This is an optimization exercise on Yosys and OpenROAD, whose aim is small area and a short achievable clock period, not a production implementation.
RTL that was checked went through simulation tests only; none was proved equivalent to the original.
Power is estimated from default activity; no workload was simulated.

==> job 6899: inputs <==
==> flow/design.v (excerpt) <==
module pipelined_regfile_4stage(clk, rst, imem_addr, imem_rdata, dmem_addr, dmem_wdata, dmem_we, dmem_rdata, wb_en, wb_addr, wb_data);
export LEC_CHECK = 0
export CAP_MARGIN = 20
export CORE_MARGIN = 2
export CORE_UTILIZATION = 55
export CTS_BUF_LIST = sky130_fd_sc_hd__clkbuf_4
export CTS_CLUSTER_SIZE = 20
export PLACE_DENSITY = 0.7
export SETUP_SLACK_MARGIN = 5
export SLEW_MARGIN = 20
create_clock -name core_clock -period 9.0 [get_ports {clk}]
run.sh (not shown) runs the stock make flow with config.mk's settings and CLKGATE_MAP_FILE= SYNTH_SCRIPT=/design/flow/synth_recipe.tcl, a recipe that flattens the netlist after the stock synthesis.
==> job 5301: changes against job 6899 <==
--- a/flow/config.mk
+++ b/flow/config.mk
@@ -8,8 +8,6 @@
 export CAP_MARGIN = 20
 export CORE_MARGIN = 2
-export CORE_UTILIZATION = 55
-export CTS_BUF_LIST = sky130_fd_sc_hd__clkbuf_4
-export CTS_CLUSTER_SIZE = 20
-export PLACE_DENSITY = 0.7
+export CORE_UTILIZATION = 40
+export PLACE_DENSITY = 0.6
 export SETUP_SLACK_MARGIN = 5
 export SLEW_MARGIN = 20
==> job 7463: changes against job 6899 <==
--- a/flow/config.mk
+++ b/flow/config.mk
@@ -8,8 +8,6 @@
 export CAP_MARGIN = 20
 export CORE_MARGIN = 2
-export CORE_UTILIZATION = 55
-export CTS_BUF_LIST = sky130_fd_sc_hd__clkbuf_4
-export CTS_CLUSTER_SIZE = 20
-export PLACE_DENSITY = 0.7
-export SETUP_SLACK_MARGIN = 5
+export CORE_UTILIZATION = 40
+export PLACE_DENSITY = 0.6
+export SETUP_SLACK_MARGIN = 4
 export SLEW_MARGIN = 20
==> qor summary <==
Power in the clock group: job 5301 1.96 mW; job 7463 1.88 mW; job 6899 1.62 mW
Largest fanout of any net on the critical path: job 5301 7; job 7463 10; job 6899 3
Max-slew headroom: job 5301 24.1%; job 7463 16.2%; job 6899 23.9%
Layout filler cell count: job 5301 5,319; job 7463 5,383; job 6899 3,346
Gr usage total: job 5301 30.3%; job 7463 30.2%; job 6899 41.0%
DRC violation total after the first TritonRoute iteration: job 5301 2,817; job 7463 2,699; job 6899 3,063
Result of the run: job 5301 timing/DRC/antenna clean; job 7463 timing/DRC/antenna clean; job 6899 timing/DRC/antenna clean
Fraction of standard cell area in multi-input logic: job 5301 44.6%; job 7463 45.0%; job 6899 45.0%
Setup WS pre-CTS: job 5301 3.86 ns; job 7463 3.81 ns; job 6899 3.85 ns
FF+latch area: job 5301 10,500 sq um; job 7463 10,500 sq um; job 6899 10,500 sq um
Internal portion of total power: job 5301 4.72 mW; job 7463 4.54 mW; job 6899 4.51 mW
Fmax: job 5301 0.235 GHz; job 7463 0.204 GHz; job 6899 0.234 GHz
Total length of routed wires: job 5301 93,400 microns; job 7463 93,100 microns; job 6899 92,100 microns
GRT met2 Usage: job 5301 48.9%; job 7463 47.6%; job 6899 63.2%
Total power: job 5301 7.62 mW; job 7463 7.38 mW; job 6899 7.39 mW
Non-clock buffer instance count of the final layout: job 5301 204; job 7463 169; job 6899 222
Function was not checked in any run of this note: the RTL went through the layout flow alone.

========
==> inputs of job 4989 <==
Another version of the RTL of pipelined_regfile_4stage (not shown whole).
Settings: LEC_CHECK=0, CAP_MARGIN=20, CORE_MARGIN=2, CORE_UTILIZATION=40, PLACE_DENSITY=0.6, SETUP_SLACK_MARGIN=5, SLEW_MARGIN=20; clock period 9.0 ns.
==> inputs of job 1355, as changes to job 4989 <==
--- a/flow/design.v
+++ b/flow/design.v
@@ -1,8 +1,8 @@
 `timescale 1ns / 10ps
-module mul16_csa(input [15:0] a, input [15:0] b, output [15:0] s, output [15:0] c, output [15:0] t);
+module mul16_csa(input [15:0] a, input [15:0] b, output [15:0] s, output [15:0] c, output [15:0] t, output [2:0] e);
 wire m1;
 wire m2;
 wire m3;
 wire m4;
 wire m5;
 wire m6;
@@ -164,14 +164,12 @@
 wire m162;
 wire m163;
 wire m164;
 wire m165;
 wire m166;
 wire m167;
-wire m168;
-wire m169;
 wire pp0_0 = a[0] & b[0];
 wire pp0_1 = a[1] & b[0];
 wire pp1_0 = a[0] & b[1];
 wire pp0_2 = a[2] & b[0];
 wire pp1_1 = a[1] & b[1];
 wire pp2_0 = a[0] & b[2];
@@ -372,14 +370,14 @@
 assign m65 = m46 ^ m48 ^ m57;
 assign m66 = (m46 & m48) | (m57 & (m46 ^ m48));
 assign m67 = m59 ^ m61 ^ m50;
 assign m68 = (m59 & m61) | (m50 & (m59 ^ m61));
 assign m69 = m52 ^ m63 ^ m65;
 assign m70 = (m52 & m63) | (m65 & (m52 ^ m63));
-assign m71 = m54 ^ m56;
-assign m72 = m54 & m56;
+assign m71 = m56 ^ m54;
+assign m72 = m56 & m54;
 assign m73 = pp0_11 ^ pp10_1 ^ pp11_0;
 assign m74 = (pp0_11 & pp10_1) | (pp11_0 & (pp0_11 ^ pp10_1));
 assign m75 = pp1_10 ^ pp2_9 ^ pp3_8;
 assign m76 = (pp1_10 & pp2_9) | (pp3_8 & (pp1_10 ^ pp2_9));
 assign m77 = pp4_7 ^ pp5_6 ^ pp6_5;
 assign m78 = (pp4_7 & pp5_6) | (pp6_5 & (pp4_7 ^ pp5_6));
@@ -469,14 +467,12 @@
 assign m162 = pp9_6 ^ m157 ^ m158;
 assign m163 = m159 ^ m160 ^ m161;
 assign m164 = m134 ^ m136 ^ m138;
 assign m165 = m140 ^ m142 ^ m162;
 assign m166 = m163 ^ m164 ^ m144;
 assign m167 = m146 ^ m148 ^ m165;
-assign m168 = m166 ^ m150 ^ m152;
-assign m169 = m167 ^ m168 ^ m154;
 assign s[0] = pp0_0;
 assign c[0] = 1'b0;
 assign t[0] = 1'b0;
 assign s[1] = pp0_1;
 assign c[1] = pp1_0;
 assign t[1] = 1'b0;
@@ -484,47 +480,50 @@
 assign c[2] = pp1_1;
 assign t[2] = pp2_0;
 assign s[3] = pp2_1;
 assign c[3] = pp3_0;
 assign t[3] = m1;
 assign s[4] = m2;
-assign c[4] = m3;
-assign t[4] = m5;
+assign c[4] = m5;
+assign t[4] = m3;
 assign s[5] = m7;
 assign c[5] = m9;
 assign t[5] = m11;
 assign s[6] = m12;
-assign c[6] = m17;
-assign t[6] = m19;
+assign c[6] = m19;
+assign t[6] = m17;
 assign s[7] = m25;
 assign c[7] = m27;
 assign t[7] = m29;
 assign s[8] = m30;
-assign c[8] = m39;
-assign t[8] = m41;
+assign c[8] = m41;
+assign t[8] = m39;
 assign s[9] = m40;
 assign c[9] = m53;
 assign t[9] = m55;
 assign s[10] = m67;
 assign c[10] = m69;
 assign t[10] = m71;
 assign s[11] = m72;
-assign c[11] = m87;
-assign t[11] = m89;
+assign c[11] = m89;
+assign t[11] = m87;
 assign s[12] = m88;
 assign c[12] = m107;
 assign t[12] = m109;
 assign s[13] = m110;
 assign c[13] = m129;
 assign t[13] = m131;
 assign s[14] = m153;
 assign c[14] = m132;
 assign t[14] = m155;
-assign s[15] = m156;
-assign c[15] = m169;
-assign t[15] = 1'b0;
+assign e[0] = m167;
+assign e[1] = m154;
+assign e[2] = m156;
+assign s[15] = m166;
+assign c[15] = m150;
+assign t[15] = m152;
 endmodule
 `timescale 1ns / 1ps
 module pipelined_regfile_4stage(clk, rst, imem_addr, imem_rdata, dmem_addr, dmem_wdata, dmem_we, dmem_rdata, wb_en, wb_addr, wb_data);
 input clk;
 input rst;
 output [15:0] imem_addr;
@@ -534,95 +533,98 @@
 output dmem_we;
 input [15:0] dmem_rdata;
 output wb_en;
 output [3:0] wb_addr;
 output [15:0] wb_data;
 reg [15:0] pc_q;           
-reg        jr_q;           
 reg [3:0]  op_q;           
 reg [15:0] a_q, b_q, npc_q;
 reg [3:0]  imm_q, rd_q;
-reg        we_q, ld_q, wen2_q, cin_q;    
+reg        we_q, ld_q, wen2_q, cin_q, com_q;    
 reg [3:0]  waddr2_q;
 reg [15:0] x_q, y_q, z_q;
+reg [2:0]  e_q;            
 reg        wen3_q;         
 reg [3:0]  waddr3_q;
 reg [15:0] wdata3_q;
 wire [15:0] inst = imem_rdata;
 wire [3:0]  op = inst[15:12];
 wire [3:0]  rs = inst[7:4];
-wire [3:0]  r2 = (op == 4'h9 || op == 4'hA) ? inst[11:8] : inst[3:0];
+wire [3:0]  r2 = op[3] ? inst[11:8] : inst[3:0];
 wire [15:0] wsel = wen3_q ? (16'd1 << waddr3_q) : 16'd0;
 wire [15:0] rs_oh = 16'd1 << rs;
-wire [15:0] r2_oh = 16'd1 << r2;
+wire        sll = (op == 4'h4);
+wire [15:0] r2_oh = sll ? 16'd0 : (16'd1 << r2);
+wire [15:0] shf = inst[3] ? 16'd0 : (16'd1 << inst[2:0]);
 wire [15:0] regq [0:15];
 reg [15:0] rd1, rd2;
 integer k;
 always @(*) begin
 	rd1 = (|(rs_oh & wsel)) ? wdata3_q : 16'd0;
-	rd2 = (|(r2_oh & wsel)) ? wdata3_q : 16'd0;
+	rd2 = (|(r2_oh & wsel)) ? wdata3_q : sll ? shf : 16'd0;
 	for (k = 0; k < 16; k = k + 1) begin
 		rd1 = rd1 | ({16{rs_oh[k] & ~wsel[k]}} & regq[k]);
 		rd2 = rd2 | ({16{r2_oh[k] & ~wsel[k]}} & regq[k]);
 	end
 end
-wire [15:0] cur = jr_q ? a_q : pc_q;    
+wire [15:0] cur = pc_q;    
 wire [15:0] cur1 = cur + 16'd1;
 wire [15:0] simm = {{12{imm_q[3]}}, imm_q};
 wire        eq = (a_q == b_q);
 wire        taken = (op_q == 4'hA) && eq;
 wire [15:0] target = npc_q + simm;
-wire [15:0] pc_next = (op == 4'hB) ? {cur[15:12], inst[11:0]} :
-                      taken ? target : cur1;
+wire        jump = (op == 4'hB);
+wire        jr = (op == 4'hC || op == 4'hD);
+wire [15:0] pc_next = jr ? rd1 :
+                      (taken && !jump) ? target :
+                      jump ? {cur[15:12], inst[11:0]} : cur1;
 wire [15:0] ms, mc, mt;
-mul16_csa MUL0(.a(a_q), .b(b_q), .s(ms), .c(mc), .t(mt));
-wire [15:0] shl = imm_q[3] ? 16'd0 : (a_q << imm_q[2:0]);
+wire [2:0]  me;
+mul16_csa MUL0(.a(a_q), .b(b_q), .s(ms), .c(mc), .t(mt), .e(me));
 wire [15:0] shr = imm_q[3] ? 16'd0 : (a_q >> imm_q[2:0]);
 wire [15:0] addr = a_q + simm;
 reg [15:0] x_d, y_d;
 always @(*) begin
 	y_d = 16'd0;
 	case (op_q)
 		4'h0: begin x_d = a_q; y_d = b_q; end
 		4'h1: begin x_d = a_q; y_d = ~b_q; end
 		4'h2: x_d = a_q & b_q;
 		4'h3: x_d = a_q ^ b_q;
-		4'h4: x_d = shl;
+		4'h4: begin x_d = ms; y_d = mc; end
 		4'h5: x_d = shr;
-		4'h6: x_d = {15'd0, a_q <= b_q};
+		4'h6: begin x_d = ~a_q; y_d = b_q; end
 		4'h7: begin x_d = ms; y_d = mc; end
 		4'h8: x_d = addr;
 		4'h9: begin x_d = addr; y_d = b_q; end
 		4'hD: x_d = npc_q;
 		default: x_d = 16'd0;
 	endcase
 end
 wire wen_e = !(op_q == 4'h9 || op_q == 4'hA || op_q == 4'hB || op_q == 4'hC);
 wire [15:0] p3 = x_q ^ y_q ^ z_q;
 wire [15:0] g3 = (x_q & y_q) | (z_q & (x_q ^ y_q));
-wire [15:0] sum = p3 + {g3[14:0], 1'b0} + {15'd0, cin_q};
-wire [15:0] wdata_d = ld_q ? dmem_rdata : sum;
+wire [16:0] sum = {1'b0, p3} + {g3, 1'b0} + {16'd0, cin_q};
+wire [15:0] wdata_d = ld_q ? dmem_rdata : com_q ? {15'd0, sum[16]} : {sum[15] ^ (^e_q), sum[14:0]};
 assign imem_addr = cur;
 assign dmem_addr = x_q;
 assign dmem_wdata = y_q;
 assign dmem_we = we_q;
 assign wb_en = wen3_q;
 assign wb_addr = waddr3_q;
 assign wb_data = wdata3_q;
 always @(posedge clk) begin
 	if (rst) begin
 		pc_q <= 16'd0;
-		jr_q <= 1'b0;
 		op_q <= 4'hB;
 		we_q <= 1'b0;
 		ld_q <= 1'b0;
 		wen2_q <= 1'b0;
 		wen3_q <= 1'b0;
 	end else begin
 		pc_q <= pc_next;
-		jr_q <= (op == 4'hC || op == 4'hD);
 		op_q <= op;
 		we_q <= (op_q == 4'h9);
 		ld_q <= (op_q == 4'h8);
 		wen2_q <= wen_e;
 		wen3_q <= wen2_q;
 	end
@@ -630,14 +632,16 @@
 	b_q <= rd2;
 	npc_q <= cur1;
 	imm_q <= inst[3:0];
 	rd_q <= inst[11:8];
 	x_q <= x_d;
 	y_q <= y_d;
-	z_q <= (op_q == 4'h7) ? mt : 16'd0;
-	cin_q <= (op_q == 4'h1);
+	z_q <= (op_q == 4'h7 || op_q == 4'h4) ? mt : 16'd0;
+	e_q <= (op_q == 4'h7 || op_q == 4'h4) ? me : 3'd0;
+	cin_q <= (op_q == 4'h1 || op_q == 4'h6);
+	com_q <= (op_q == 4'h6);
 	waddr2_q <= (op_q == 4'hD) ? 4'hF : rd_q;
 	waddr3_q <= waddr2_q;
 	wdata3_q <= wdata_d;
 end
 wire [15:0] nrst = {16{~rst}};
 wire [15:0] wd_0  = wdata3_q & nrst;
==> flow/flow/run.sh (new file) <==
#!/bin/bash
set -euo pipefail
export BUFFER_PORTS_ARGS="-buffer_cell sky130_fd_sc_hd__buf_4"
export SETUP_SLACK_MARGIN=5.5
bash standard.sh > standard.log 2>&1
==> flow/standard.sh (new file) <==
#!/bin/bash
# synth_recipe.tcl (not shown) runs the flow's synth.tcl, then flattens the netlist and writes it again
# the make line also repeats each setting of config.mk as NAME=value (left out here)
make -C /OpenROAD-flow-scripts/flow DESIGN_CONFIG=/design/flow/config.mk WORK_HOME=/design/flow/orfs CLKGATE_MAP_FILE= SYNTH_SCRIPT=/design/flow/synth_recipe.tcl "${@:-finish}"
CTS_CLUSTER_DIAMETER = 100   (was unset)
CTS_CLUSTER_SIZE = 22   (was unset)
SETUP_SLACK_MARGIN = unset   (was 5)
removed: flow/run.sh
==> comparison <==
Flip-flop and latch count: job 4989 is lower than job 1355 (4). In job 1355 the global-route usage is higher than in job 4989, by 1.3 points. Against job 1355, the utilization of job 4989 is higher by 1.4 points. Of job 1355 and job 4989, job 4989 has the higher synthesized cell count (gap 2.1%, measured against job 4989). Of job 4989 and job 1355, job 4989 has the higher clock-buffer cell count (gap 28).
==> figures <==
| item | job 1355 | job 4989 |
|---|---|---|
| Status | timing/DRC/antenna clean | timing/DRC/antenna clean |
| Core Footprint | 57,700 sq um | 57,900 sq um |
| Arr. time, crit path | 4070 ps | 4430 ps |
| Internal Pwr Total | 3.77 mW | 4.25 mW |
| Wire length on met1 | 36,300 microns | 33,600 microns |
| Number of cells after detailed placement | 2,931 | 2,993 |
| Layout multi-input combinational cell count | 1,515 | 1,556 |
| Min cycle time layout | 3590 ps | 3980 ps |
| Part of the total power dissipated in combinational logic | 33.3% | 29.7% |
| Met2 wirelength from detailed routing | 41,900 microns | 40,600 microns |
| Hold Path Origin | waddr2_q[0] | waddr2_q[1] |

========
==> inputs of trial 11 <==
Another version of the RTL of pipelined_regfile_4stage (not shown whole).
==> module pipelined_regfile_4stage, before the edit <==
module pipelined_regfile_4stage(clk, rst, imem_addr, imem_rdata, dmem_addr, dmem_wdata, dmem_we, dmem_rdata, wb_en, wb_addr, wb_data);
input clk;
input rst;
output [15:0] imem_addr;
input [15:0] imem_rdata;
output [15:0] dmem_addr;
output [15:0] dmem_wdata;
output dmem_we;
input [15:0] dmem_rdata;
output wb_en;
output [3:0] wb_addr;
output [15:0] wb_data;
reg [15:0] pc_q;           
reg [3:0]  op_q;           
reg [15:0] a_q, b_q, npc_q;
reg [3:0]  imm_q, rd_q;
reg        we_q, ld_q, wen2_q, cin_q;    
reg [1:0]  rsel_q;         
reg [3:0]  waddr2_q;
reg [15:0] x_q, y_q, z_q;
reg [2:0]  e_q;            
reg        wen3_q;         
reg [3:0]  waddr3_q;
reg [15:0] wdata3_q;
wire [15:0] inst = imem_rdata;
wire [3:0]  op = inst[15:12];
wire [3:0]  rs = inst[7:4];
wire [3:0]  r2 = op[3] ? inst[11:8] : inst[3:0];
wire [15:0] wsel = wen3_q ? (16'd1 << waddr3_q) : 16'd0;
wire [15:0] rs_oh = 16'd1 << rs;
wire [15:0] r2_oh = 16'd1 << r2;
wire [15:0] regq [0:15];
reg [15:0] rd1, rd2;
integer k;
always @(*) begin
	rd1 = (|(rs_oh & wsel)) ? wdata3_q : 16'd0;
	rd2 = (|(r2_oh & wsel)) ? wdata3_q : 16'd0;
	for (k = 0; k < 16; k = k + 1) begin
		rd1 = rd1 | ({16{rs_oh[k] & ~wsel[k]}} & regq[k]);
		rd2 = rd2 | ({16{r2_oh[k] & ~wsel[k]}} & regq[k]);
	end
end
wire [15:0] cur = pc_q;    
wire [15:0] cur1 = cur + 16'd1;
wire [15:0] simm = {{12{imm_q[3]}}, imm_q};
wire        eq = (a_q == b_q);
wire        taken = (op_q == 4'hA) && eq;
wire [15:0] target = npc_q + simm;
wire        jump = (op == 4'hB);
wire        jr = (op == 4'hC || op == 4'hD);
wire [15:0] pc_next = jr ? rd1 :
                      (taken && !jump) ? target :
                      jump ? {cur[15:12], inst[11:0]} : cur1;
wire [15:0] ms, mc, mt;
wire [2:0]  me;
mul16_csa MUL0(.a(a_q), .b(b_q), .s(ms), .c(mc), .t(mt), .e(me));
wire [15:0] shl = imm_q[3] ? 16'd0 : (a_q << imm_q[2:0]);
wire [15:0] shr = imm_q[3] ? 16'd0 : (a_q >> imm_q[2:0]);
wire [15:0] addr = a_q + simm;
reg [15:0] x_d, y_d;
always @(*) begin
	y_d = 16'd0;
	case (op_q)
		4'h0: begin x_d = a_q; y_d = b_q; end
		4'h1: begin x_d = a_q; y_d = ~b_q; end
		4'h2: begin x_d = a_q; y_d = b_q; end
		4'h3: begin x_d = a_q; y_d = b_q; end
		4'h4: x_d = shl;
		4'h5: x_d = shr;
		4'h6: begin x_d = ~a_q; y_d = b_q; end
		4'h7: begin x_d = ms; y_d = mc; end
		4'h8: x_d = addr;
		4'h9: begin x_d = addr; y_d = b_q; end
		4'hD: x_d = npc_q;
		default: x_d = 16'd0;
	endcase
end
wire wen_e = !(op_q == 4'h9 || op_q == 4'hA || op_q == 4'hB || op_q == 4'hC);
wire [15:0] p3 = x_q ^ y_q ^ z_q;
wire [15:0] g3 = (x_q & y_q) | (z_q & (x_q ^ y_q));
wire [16:0] sum = {1'b0, p3} + {g3, 1'b0} + {16'd0, cin_q};
reg [15:0] res;
always @(*)
	case (rsel_q)
		2'd0: res = {sum[15] ^ (^e_q), sum[14:0]};
		2'd1: res = {15'd0, sum[16]};
		2'd2: res = g3;
		default: res = p3;
	endcase
wire [15:0] wdata_d = ld_q ? dmem_rdata : res;
assign imem_addr = cur;
assign dmem_addr = x_q;
assign dmem_wdata = y_q;
assign dmem_we = we_q;
assign wb_en = wen3_q;
assign wb_addr = waddr3_q;
assign wb_data = wdata3_q;
always @(posedge clk) begin
	if (rst) begin
		pc_q <= 16'd0;
		op_q <= 4'hB;
		we_q <= 1'b0;
		ld_q <= 1'b0;
		wen2_q <= 1'b0;
		wen3_q <= 1'b0;
	end else begin
		pc_q <= pc_next;
		op_q <= op;
		we_q <= (op_q == 4'h9);
		ld_q <= (op_q == 4'h8);
		wen2_q <= wen_e;
		wen3_q <= wen2_q;
	end
	a_q <= rd1;
	b_q <= rd2;
	npc_q <= cur1;
	imm_q <= inst[3:0];
	rd_q <= inst[11:8];
	x_q <= x_d;
	y_q <= y_d;
	z_q <= (op_q == 4'h7) ? mt : 16'd0;
	e_q <= (op_q == 4'h7) ? me : 3'd0;
	cin_q <= (op_q == 4'h1 || op_q == 4'h6);
	rsel_q <= (op_q == 4'h6) ? 2'd1 : (op_q == 4'h2) ? 2'd2 : (op_q == 4'h3) ? 2'd3 : 2'd0;
	waddr2_q <= (op_q == 4'hD) ? 4'hF : rd_q;
	waddr3_q <= waddr2_q;
	wdata3_q <= wdata_d;
end
wire [15:0] nrst = {16{~rst}};
wire [15:0] wd_0  = wdata3_q & nrst;
wire [15:0] wd_6  = (wdata3_q & nrst) | {13'd0, rst, rst, 1'b0};
wire [15:0] wd_66 = (wdata3_q & nrst) | {9'd0, rst, 4'd0, rst, 1'b0};
wire [15:0] wd_3  = (wdata3_q & nrst) | {14'd0, rst, rst};
genvar g;
generate
	for (g = 0; g < 16; g = g + 1) begin : RF
		reg [15:0] r;
		wire [15:0] d = (g == 0) ? wd_6 : (g == 1 || g == 8) ? wd_66 : (g == 3) ? wd_3 : wd_0;
		always @(posedge clk)
			if (rst | wsel[g])
				r <= d;
		assign regq[g] = r;
	end
endgenerate
endmodule
==> flow/config.mk <==
export PLATFORM = sky130hd
export DESIGN_NAME = pipelined_regfile_4stage
export DESIGN_NICKNAME = pipelined_regfile_4stage
export VERILOG_FILES = /design/flow/design.v
export SDC_FILE = /design/flow/constraint.sdc
export NUM_CORES = 4
export LEC_CHECK = 0
export CAP_MARGIN = 20
export CORE_MARGIN = 2
export CORE_UTILIZATION = 55
export CTS_CLUSTER_DIAMETER = 100
export CTS_CLUSTER_SIZE = 22
export PLACE_DENSITY = 0.7
export SLEW_MARGIN = 20
==> flow/constraint.sdc <==
create_clock -name core_clock -period 9.0 [get_ports {clk}]
set_input_delay 1.8000 -clock core_clock [delete_from_list [all_inputs] [get_ports {clk}]]
set_output_delay 1.8000 -clock core_clock [all_outputs]
set_load 0.01 [all_outputs]
standard.sh (not shown) runs the stock make flow with config.mk's settings and CLKGATE_MAP_FILE= SYNTH_SCRIPT=/design/flow/synth_recipe.tcl, a recipe that flattens the netlist after the stock synthesis.
==> flow/flow/run.sh <==
#!/bin/bash
set -euo pipefail
export BUFFER_PORTS_ARGS="-buffer_cell sky130_fd_sc_hd__buf_4"
export SETUP_SLACK_MARGIN=5.5
bash standard.sh > standard.log 2>&1
==> trial 21: changes against trial 11 <==
--- a/flow/design.v
+++ b/flow/design.v
@@ -539,8 +539,7 @@
 reg [3:0]  op_q;           
 reg [15:0] a_q, b_q, npc_q;
 reg [3:0]  imm_q, rd_q;
-reg        we_q, ld_q, wen2_q, cin_q;    
-reg [1:0]  rsel_q;         
+reg        we_q, ld_q, wen2_q, cin_q, com_q;    
 reg [3:0]  waddr2_q;
 reg [15:0] x_q, y_q, z_q;
 reg [2:0]  e_q;            
@@ -553,13 +552,15 @@
 wire [3:0]  r2 = op[3] ? inst[11:8] : inst[3:0];
 wire [15:0] wsel = wen3_q ? (16'd1 << waddr3_q) : 16'd0;
 wire [15:0] rs_oh = 16'd1 << rs;
-wire [15:0] r2_oh = 16'd1 << r2;
+wire        sll = (op == 4'h4);
+wire [15:0] r2_oh = sll ? 16'd0 : (16'd1 << r2);
+wire [15:0] shf = inst[3] ? 16'd0 : (16'd1 << inst[2:0]);
 wire [15:0] regq [0:15];
 reg [15:0] rd1, rd2;
 integer k;
 always @(*) begin
 	rd1 = (|(rs_oh & wsel)) ? wdata3_q : 16'd0;
-	rd2 = (|(r2_oh & wsel)) ? wdata3_q : 16'd0;
+	rd2 = (|(r2_oh & wsel)) ? wdata3_q : sll ? shf : 16'd0;
 	for (k = 0; k < 16; k = k + 1) begin
 		rd1 = rd1 | ({16{rs_oh[k] & ~wsel[k]}} & regq[k]);
 		rd2 = rd2 | ({16{r2_oh[k] & ~wsel[k]}} & regq[k]);
@@ -579,7 +580,6 @@
 wire [15:0] ms, mc, mt;
 wire [2:0]  me;
 mul16_csa MUL0(.a(a_q), .b(b_q), .s(ms), .c(mc), .t(mt), .e(me));
-wire [15:0] shl = imm_q[3] ? 16'd0 : (a_q << imm_q[2:0]);
 wire [15:0] shr = imm_q[3] ? 16'd0 : (a_q >> imm_q[2:0]);
 wire [15:0] addr = a_q + simm;
 reg [15:0] x_d, y_d;
@@ -588,9 +588,9 @@
 	case (op_q)
 		4'h0: begin x_d = a_q; y_d = b_q; end
 		4'h1: begin x_d = a_q; y_d = ~b_q; end
-		4'h2: begin x_d = a_q; y_d = b_q; end
-		4'h3: begin x_d = a_q; y_d = b_q; end
-		4'h4: x_d = shl;
+		4'h2: x_d = a_q & b_q;
+		4'h3: x_d = a_q ^ b_q;
+		4'h4: begin x_d = ms; y_d = mc; end
 		4'h5: x_d = shr;
 		4'h6: begin x_d = ~a_q; y_d = b_q; end
 		4'h7: begin x_d = ms; y_d = mc; end
@@ -604,15 +604,7 @@
 wire [15:0] p3 = x_q ^ y_q ^ z_q;
 wire [15:0] g3 = (x_q & y_q) | (z_q & (x_q ^ y_q));
 wire [16:0] sum = {1'b0, p3} + {g3, 1'b0} + {16'd0, cin_q};
-reg [15:0] res;
-always @(*)
-	case (rsel_q)
-		2'd0: res = {sum[15] ^ (^e_q), sum[14:0]};
-		2'd1: res = {15'd0, sum[16]};
-		2'd2: res = g3;
-		default: res = p3;
-	endcase
-wire [15:0] wdata_d = ld_q ? dmem_rdata : res;
+wire [15:0] wdata_d = ld_q ? dmem_rdata : com_q ? {15'd0, sum[16]} : {sum[15] ^ (^e_q), sum[14:0]};
 assign imem_addr = cur;
 assign dmem_addr = x_q;
 assign dmem_wdata = y_q;
@@ -643,10 +635,10 @@
 	rd_q <= inst[11:8];
 	x_q <= x_d;
 	y_q <= y_d;
-	z_q <= (op_q == 4'h7) ? mt : 16'd0;
-	e_q <= (op_q == 4'h7) ? me : 3'd0;
+	z_q <= (op_q == 4'h7 || op_q == 4'h4) ? mt : 16'd0;
+	e_q <= (op_q == 4'h7 || op_q == 4'h4) ? me : 3'd0;
 	cin_q <= (op_q == 4'h1 || op_q == 4'h6);
-	rsel_q <= (op_q == 4'h6) ? 2'd1 : (op_q == 4'h2) ? 2'd2 : (op_q == 4'h3) ? 2'd3 : 2'd0;
+	com_q <= (op_q == 4'h6);
 	waddr2_q <= (op_q == 4'hD) ? 4'hF : rd_q;
 	waddr3_q <= waddr2_q;
 	wdata3_q <= wdata_d;
==> qor summary <==
| quantity | trial 21 | trial 11 |
|---|---|---|
| Tap cell instance count | 539 | 585 |
| Syn Std Cell Area | 0.0234 mm^2 | 0.0241 mm^2 |
| Grt met2 use | 0.625 | 0.587 |
| Cts repair resizes | 82 | 56 |
| Tot Pwr | 6.00 mW | 5.79 mW |
| Number of clock-tree buffers in the layout | 36 | 37 |
| Share of Yosys cell area claimed by the top area cell type | 0.329 | 0.319 |
| Reported clock group power | 1.14 mW | 1.12 mW |
| Status | timing/DRC/antenna clean | timing/DRC/antenna clean |
| Worst setup startpoint | imem_rdata[13] | imem_rdata[7] |
| Number of flip-flops and latches in the synthesized netlist | 411 | 412 |
| Share of cell area taken by flip-flops and latches | 0.409 | 0.400 |
| Top fanout value on the critical path | 7 | 16 |
| Clk sinks | 411 | 412 |
| Final Cycle Share | 0.391 | 0.392 |
| Startpoint of the lowest-slack hold path | waddr2_q[2] | waddr2_q[1] |
| Share of cell area taken by multi-input logic gates | 0.459 | 0.456 |
| Time the worst path needs with I/O delays and setup | 3520 ps | 3530 ps |
| Wire length on met1 | 32300 um | 32500 um |
| XOR/XNOR share of the synthesized area | 0.0266 | 0.0346 |
| Die Area | 0.0442 mm^2 | 0.0455 mm^2 |
| Met3 Wirelength | 10400 um | 14100 um |
| Switching portion of total power | 0.381 | 0.371 |
The RTL of trial 11 was laid out without a check of its function.

## afterwards: timing with drivers on the ports
Ports are ideal in the flow. The routed layouts listed here were re-timed in OpenROAD.
Step 1, drivers: a clkbuf_16 drives clk and a buf_2 each remaining input, both assumed.
Step 2, shift: input delay + t, output delay - t, t = (earliest + latest rising clock arrival at the registers) / 2. This alone moves slack from input paths to output paths.
Three values: ideal ports, drivers, drivers and shift; two values: the first two.
run	t (ns)	slack for setup (ns)	slew at the worst register clock pin (ns)
job 6899	0.970	4.728 / 4.728 / 4.130	0.09 / 0.09
job 5301	0.664	4.753 / 4.753 / 4.383	0.07 / 0.07
job 7463	0.649	4.097 / 4.097 / 3.594	0.07 / 0.07
job 4989	0.659	5.024 / 5.009 / 4.403	0.07 / 0.07
job 1355	0.639	5.409 / 5.402 / 4.763	0.10 / 0.10
trial 11	0.646	5.469 / 5.406 / 4.760	0.10 / 0.10
trial 21	0.659	5.478 / 5.500 / 4.843	0.10 / 0.10
After both steps setup and hold are still met in every run listed. The setup slack of trial 11, which loses most, moves by -0.063 ns with the drivers and by -0.709 ns with both steps.
